Context: an optimization exercise on an open-source flow, tuned for small area. The choices shown serve that exercise and are no tape-out recipe. Function was checked by simulation only, so behaviour that the tests miss may differ from the original. Power and IR drop assume default switching activity.

==> flow/design.v <==
module ALU(input [7:0] a, b, input [3:0] oper, input clk,
           output reg [7:0] msb, lsb);
    wire [7:0] pp [0:7];
    wire [7:0] s  [0:7];    
    wire [6:0] c  [0:7];    
    wire [15:0] prod;
    genvar i, j, k;
    generate
        for (i = 0; i < 8; i = i + 1) begin : ppg
            assign pp[i] = a & {8{b[i]}};
        end
        assign s[0] = pp[0];
        assign c[0] = 7'h00;
        for (i = 1; i < 8; i = i + 1) begin : mrow
            for (j = 0; j < 7; j = j + 1) begin : mcl
                wire x = pp[i][j];
                wire y = s[i-1][j+1];
                wire z = c[i-1][j];
                assign s[i][j] = x ^ y ^ z;
                assign c[i][j] = (x & y) | (x & z) | (y & z);
            end
            assign s[i][7] = pp[i][7];
        end
        for (i = 0; i < 8; i = i + 1) begin : plo
            assign prod[i] = s[i][0];
        end
    endgenerate
    wire [7:0] fc;
    assign fc[0] = 1'b0;
    generate
        for (j = 0; j < 7; j = j + 1) begin : fadd
            wire x = s[7][j+1];
            wire y = c[7][j];
            assign prod[8+j] = x ^ y ^ fc[j];
            assign fc[j+1] = (x & y) | (x & fc[j]) | (y & fc[j]);
        end
    endgenerate
    assign prod[15] = fc[7];
    wire isdiv = (oper == 4'h3) | (oper == 4'h4);
    wire add   = (oper == 4'h0);
    wire gt    = (oper == 4'hE);
    wire [7:0] q;
    wire co;
    generate
        for (k = 7; k >= 0; k = k - 1) begin : row
            localparam integer W = 8 - k;
            wire [W-1:0] x;
            wire [W-1:0] bb;
            wire [W:0]   cc;
            wire [W-1:0] r;
            wire         qq;
            if (k == 7) begin : first
                assign x = a[7];
            end else begin : next
                assign x = {row[k+1].r, a[k]};
            end
            if (k == 0) begin : r0
                assign bb = b ^ {8{add}};
                assign cc[0] = ~(add | gt);
                assign qq = ~isdiv | cc[W];
                assign co = cc[W];
            end else begin : rk
                assign bb = b[W-1:0];
                assign cc[0] = 1'b1;
                assign qq = isdiv & ~|b[7:W] & cc[W];
            end
            for (j = 0; j < W; j = j + 1) begin : bt
                assign cc[j+1] = (x[j] & ~bb[j]) | (x[j] & cc[j]) | (~bb[j] & cc[j]);
                assign r[j] = x[j] ^ (qq & (~bb[j] ^ cc[j]));
            end
            assign q[k] = (k == 0) ? cc[W] : qq;
        end
    endgenerate
    wire [7:0] rem = row[0].r;
    always @(posedge clk) begin
        case (oper)
            4'h0: {msb, lsb} <= {7'h00, co, rem};
            4'h1: {msb, lsb} <= {{8{~co}}, rem};
            4'h2: {msb, lsb} <= prod;
            4'h3: {msb, lsb} <= {8'h00, q};
            4'h4: {msb, lsb} <= {8'h00, rem};
            4'h5: {msb, lsb} <= {8'h00, a & b};
            4'h6: {msb, lsb} <= {8'hFF, ~(a & b)};
            4'h7: {msb, lsb} <= {8'h00, a | b};
            4'h8: {msb, lsb} <= {8'hFF, ~(a | b)};
            4'h9: {msb, lsb} <= {8'h00, a ^ b};
            4'hA: {msb, lsb} <= {8'hFF, a ~^ b};
            4'hB: {msb, lsb} <= {8'hFF, ~a};
            4'hC: {msb, lsb} <= {7'h00, a, 1'b0};
            4'hD: {msb, lsb} <= {9'h000, a[7:1]};
            4'hE: {msb, lsb} <= {15'h0000, co};
            default: {msb, lsb} <= {15'h0000, ~co};
        endcase
    end
endmodule
==> flow/flow/run.sh <==
#!/bin/bash
# Own flow: the standard synthesis (kept for reference), then the
# hand-built netlist in flow/net.v (same registers, same names) in its place,
# then the standard layout from floorplan to finish. Port buffers are
# buf_1 cells.
set -euo pipefail
R=orfs/results/$FLOW_PLATFORM/ALU/base
bash standard.sh synth > std_synth.log 2>&1
cp $R/1_2_yosys.v std_1_2_yosys.v
cp flow/net.v $R/1_2_yosys.v
touch $R/1_2_yosys.v
bash standard.sh "BUFFER_PORTS_ARGS=-buffer_cell sky130_fd_sc_hd__buf_2" finish > layout.log 2>&1
==> flow/standard.sh <==
#!/bin/bash
# synth_recipe.tcl (not shown) runs the flow's synth.tcl, then flattens the netlist and writes it again
# the make line also repeats each setting of config.mk as NAME=value (left out here)
make -C /OpenROAD-flow-scripts/flow DESIGN_CONFIG=/design/flow/config.mk WORK_HOME=/design/flow/orfs CLKGATE_MAP_FILE= SYNTH_SCRIPT=/design/flow/synth_recipe.tcl "${@:-finish}"
==> flow/config.mk <==
export PLATFORM = sky130hd
export DESIGN_NAME = ALU
export DESIGN_NICKNAME = ALU
export VERILOG_FILES = /design/flow/design.v
export SDC_FILE = /design/flow/constraint.sdc
export NUM_CORES = 4
export LEC_CHECK = 0
export CAP_MARGIN = 0
export CORE_MARGIN = 2
export CORE_UTILIZATION = 40
export CTS_BUF_LIST = sky130_fd_sc_hd__clkbuf_4
export CTS_CLUSTER_DIAMETER = 150
export CTS_CLUSTER_SIZE = 20
export GPL_TIMING_DRIVEN = 0
export SETUP_SLACK_MARGIN = -0.8
export SLEW_MARGIN = 0
==> flow/constraint.sdc <==
create_clock -name core_clock -period 12.5 [get_ports {clk}]
set_input_delay 2.5000 -clock core_clock [delete_from_list [all_inputs] [get_ports {clk}]]
set_output_delay 2.5000 -clock core_clock [all_outputs]
set_load 0.01 [all_outputs]
Not shown: flow/flow/net.v
==> run notes, run 1 <==
* Most Used Layer, Global Route: met2
* Arrival @ worst endpoint at 12160 ps
* Placed cells at 611
* Met2 WL at 4550 um
* Critical path depth at 59
* Worst Max-Slew Pin Slew at 1080 ps
* Commonest non-fill, non-tap cell in the layout: nand2_1
* Worst endpoint required time at 12680 ps
* CP max-delay cell: xnor2_1
* Tmin final at roughly 12000 ps
* Setup_tns at 0 ps
* Hold path depth at 4
* Seq/total area at roughly 8.1%
* Residual DRC at 0
* Combinational Power Share at 74.5%
* Period utilization at 95.8%
* Power Total at 357 uW
* Status: timing/DRC/antenna clean
* Critical path destination: lsb[0]
* Row count at 34
* Final Core Density at around 45%
* M1 GR Usage at 24.8%
* CTS tree: done
* RePlAce Congestion at 0.948
* HP Class: in2reg
* GRT Total Usage at 18.9%
* Avg Cell Area, Syn at 7.66 um^2
* Worst Setup SP: b[6]
* Routed WL per cell at 14.5 um
* Total of max-cap violations at 0
* Power per cell area at between 90 and 100 nW/um^2
* IO Pins at 37
==> run 2, diff against run 1 <==
--- a/flow/config.mk
+++ b/flow/config.mk
@@ -9,8 +9,6 @@
 export CORE_MARGIN = 2
 export CORE_UTILIZATION = 40
 export CTS_BUF_LIST = sky130_fd_sc_hd__clkbuf_4
-export CTS_CLUSTER_DIAMETER = 150
-export CTS_CLUSTER_SIZE = 20
 export GPL_TIMING_DRIVEN = 0
 export SETUP_SLACK_MARGIN = -0.8
 export SLEW_MARGIN = 0
==> run 2 against run 1 <==
  * Fmax is the same
  * Still clean
  * Worst hold slack unchanged
  * Sequential power is essentially flat
  * Utilization unchanged
==> run notes, run 2 <==
* Status: timing/DRC/antenna clean
* Half-perimeter wire length after placement at slightly below 7000 um
* DP Area at roughly 3900 um^2
* M3 GR Usage at between 2 and 2.5%
* Final setup fails at 0
* Most Used Layer, Global Route: met2
* First-pass GRT wire length at 15000 um
* Most frequent cell on the critical path: o21ai_1
* Power per cell area at 90.5 nW/um^2 (unchanged)
* Arrival @ worst endpoint at 12160 ps (about the same)
* Most frequent cells in the layout: nand2_1, nor2_1, fa_1, buf_2, xnor2_1
* Tmin final at 11980 ps (unchanged)
* Clock root cell: clkbuf_4
* Total Wirelength at 8910 um
* Die area at 9720 um^2
* Crit start category: primary input
* Largest net degree at the start of global routing at 29
* IO Pins at 37 (unchanged)
* Fin. Hold Viols at 0
* Detailed Routing Iterations Pass 1 at 5
* Die W at 98.6 um
* Yosys warns at 1
* DR vias/cell at around 5.4
* Clock Path Buffers at 2
* Synth Instances at 467
* CTS tree: done
* ANT cells at 0
* Total of max-cap violations at 0 (unchanged)
* Synthesis-to-finish area growth at 10.1%
* Worst-path clk slew at 90 ps
* Avg Cell Area, Syn at 7.66 um^2 (unchanged)
* Hold path depth at 4 (unchanged)
* Initial DRC count at 202
* TritonCTS Buffers at 3
* GRT Total Usage at 18.9% (unchanged)
* Vias in the first global route at about 3200
* Initial core utilization at 41.2%
* Layout cell share with drive strength beyond 1 at 10.1%
* M1 GR Usage at 24.8% (unchanged)
* Crit Path Category: in2reg
* Initial antenna violation count at 0
* WP buf/inv at 3
* Period utilization at 95.8% (unchanged)
* Synth Cell Area at 3580 um^2
* Worst endpoint required time at 12680 ps (about the same)
* CTS H-tree depth at 1
* Crit. End Element: flop
* Die H at a little under 100 um
* HP Class: in2reg
* Residual DRC at 0 (unchanged)
* Row count at 34 (unchanged)
* Commonest non-fill, non-tap cell in the layout: nand2_1
* Routed WL per cell at 14.5 um (unchanged)
* Power Total at 357 uW (unchanged)
* Met2 GRT Util at around a third
* Clock sink count at 16
* ANT nets after route at 0
* CP max-delay cell: xnor2_1
* Worst Max-Slew Pin Slew at 1080 ps (unchanged)
* Final #Nets at about 580
* Hold path endpoint: msb[0]
* Design area at around 3900 um^2
* CP delay by family, top: compound AO/OA/AOI/OAI gates
* Hold Crit Start: oper[2]
* Grt total ovfl at 0
* Static leakage at about 0.0014 uW
* Vias at ~3300
* Hold buffers post-CTS at 0
* Max FO, Critical Path at 16
* Core box area at just under 9000 um^2
* Max transition margin at 27.6%
* Post-Syn Nets at 536
* Peak supply drop at 0.0000547 V
* Crit path largest cell delay at 290 ps
* Fmax at 83.5 MHz
* Slew Viols, Final at 0
* Port buffer count at 36
* RePlAce Congestion at 0.948 (unchanged)
-- run 2: cell counts in the layout (fill, tap and decap cells not counted) --
No cell type changed its count.
-- run 2: worst max path at each step --
stage | startpoint | slack (ps) | end | cells past startpoint
after floorplan | b[6] | 1860 | lsb[0] | 58
after global placement | b[0] | 200 | lsb[5] | 60
after detailed placement | b[0] | 60 | lsb[4] | 61
after CTS | b[0] | 300 | lsb[5] | 60
after global routing | b[6] | -710 | lsb[0] | 59
final | b[6] | 520 | lsb[0] | 59
-- run 2: per-stage QoR --
| stage | hold WS (ps) | util [%] | setup WS (ps) | setup TNS, ps | std cells |
|---|---|---|---|---|---|
| global route | 2680 | 45.4 | -705 | -8790 | 615 |
| finish | 2670 | 45.4 | 519 | 0 | 615 |
| global placement | 2890 | 44.9 | 204 | 0 | 611 |
| CTS | 2650 | 45.2 | 303 | 0 | 615 |
| floorplan | 2630 | - | 1860 | 0 | 467 |
| detailed placement | 2890 | 44.9 | 64.0 | 0 | 611 |
-- run 2: repair_timing --
item	in CTS	in global routing
setup endpoints to repair	0	9
gates resized for setup	0	5
setup buffers	0	0
-- run 2: where the power goes --
part	switching [uW]	internal, uW	total, uW
clock network	16.4	11.6	28.0
logic	145	121	266
registers	1.99	60.8	62.8
-- run 2: routing by layer --
layer | share of wire (%) | wire length [um]
met1 | 43 | 3820
met2 | 51 | 4550
met3 | 5.2 | 460
met4 | 0.84 | 75
met5 | 0 | 0
-- run 2: final cells by class --
type,count,area (um^2)
repair buffers,36,183
plain buffers,1,5.00
inverters,22,86.3
multi-input cells,428,3190
well taps,108,135
clock inverters,1,3.75
fillers,917,4740
clock buffers,3,22.5
flip-flops and latches,16,320
-- run 2: worst min-delay path, cell delays in order --
cell and delay [ps]:
buf_2 150, nor3_1 90, mux2i_1 120, nand2_1 60

-- static timing again, ports no longer ideal --
No port has a modelled driver above. Below, the same layouts with a new extraction and two added sets of constraints.
Step 1 (the two cells are an assumption about what drives the block):
set clk [get_ports {clk}]
set_driving_cell -lib_cell sky130_fd_sc_hd__clkbuf_16 $clk
set_driving_cell -lib_cell sky130_fd_sc_hd__buf_2 [delete_from_list [all_inputs] $clk]
Step 2 times the ports against the registers' clock, not the clock port: input delays grow and output delays shrink by t, the midpoint of the rising clock arrivals with the driver on.
Slacks: no drivers / after step 1 / after step 2; pairs: no drivers / after step 1.
run	t, ns	slack for setup (ns)	hold slack, ns	latest minus earliest clock arrival (ns)
run 1	0.310	0.519 / 0.525 / 0.215	2.670 / 2.674 / 2.923	0.004 / 0.004
run 2	0.310	0.519 / 0.525 / 0.215	2.670 / 2.674 / 2.923	0.004 / 0.004
After both steps setup and hold are still met in every run listed.
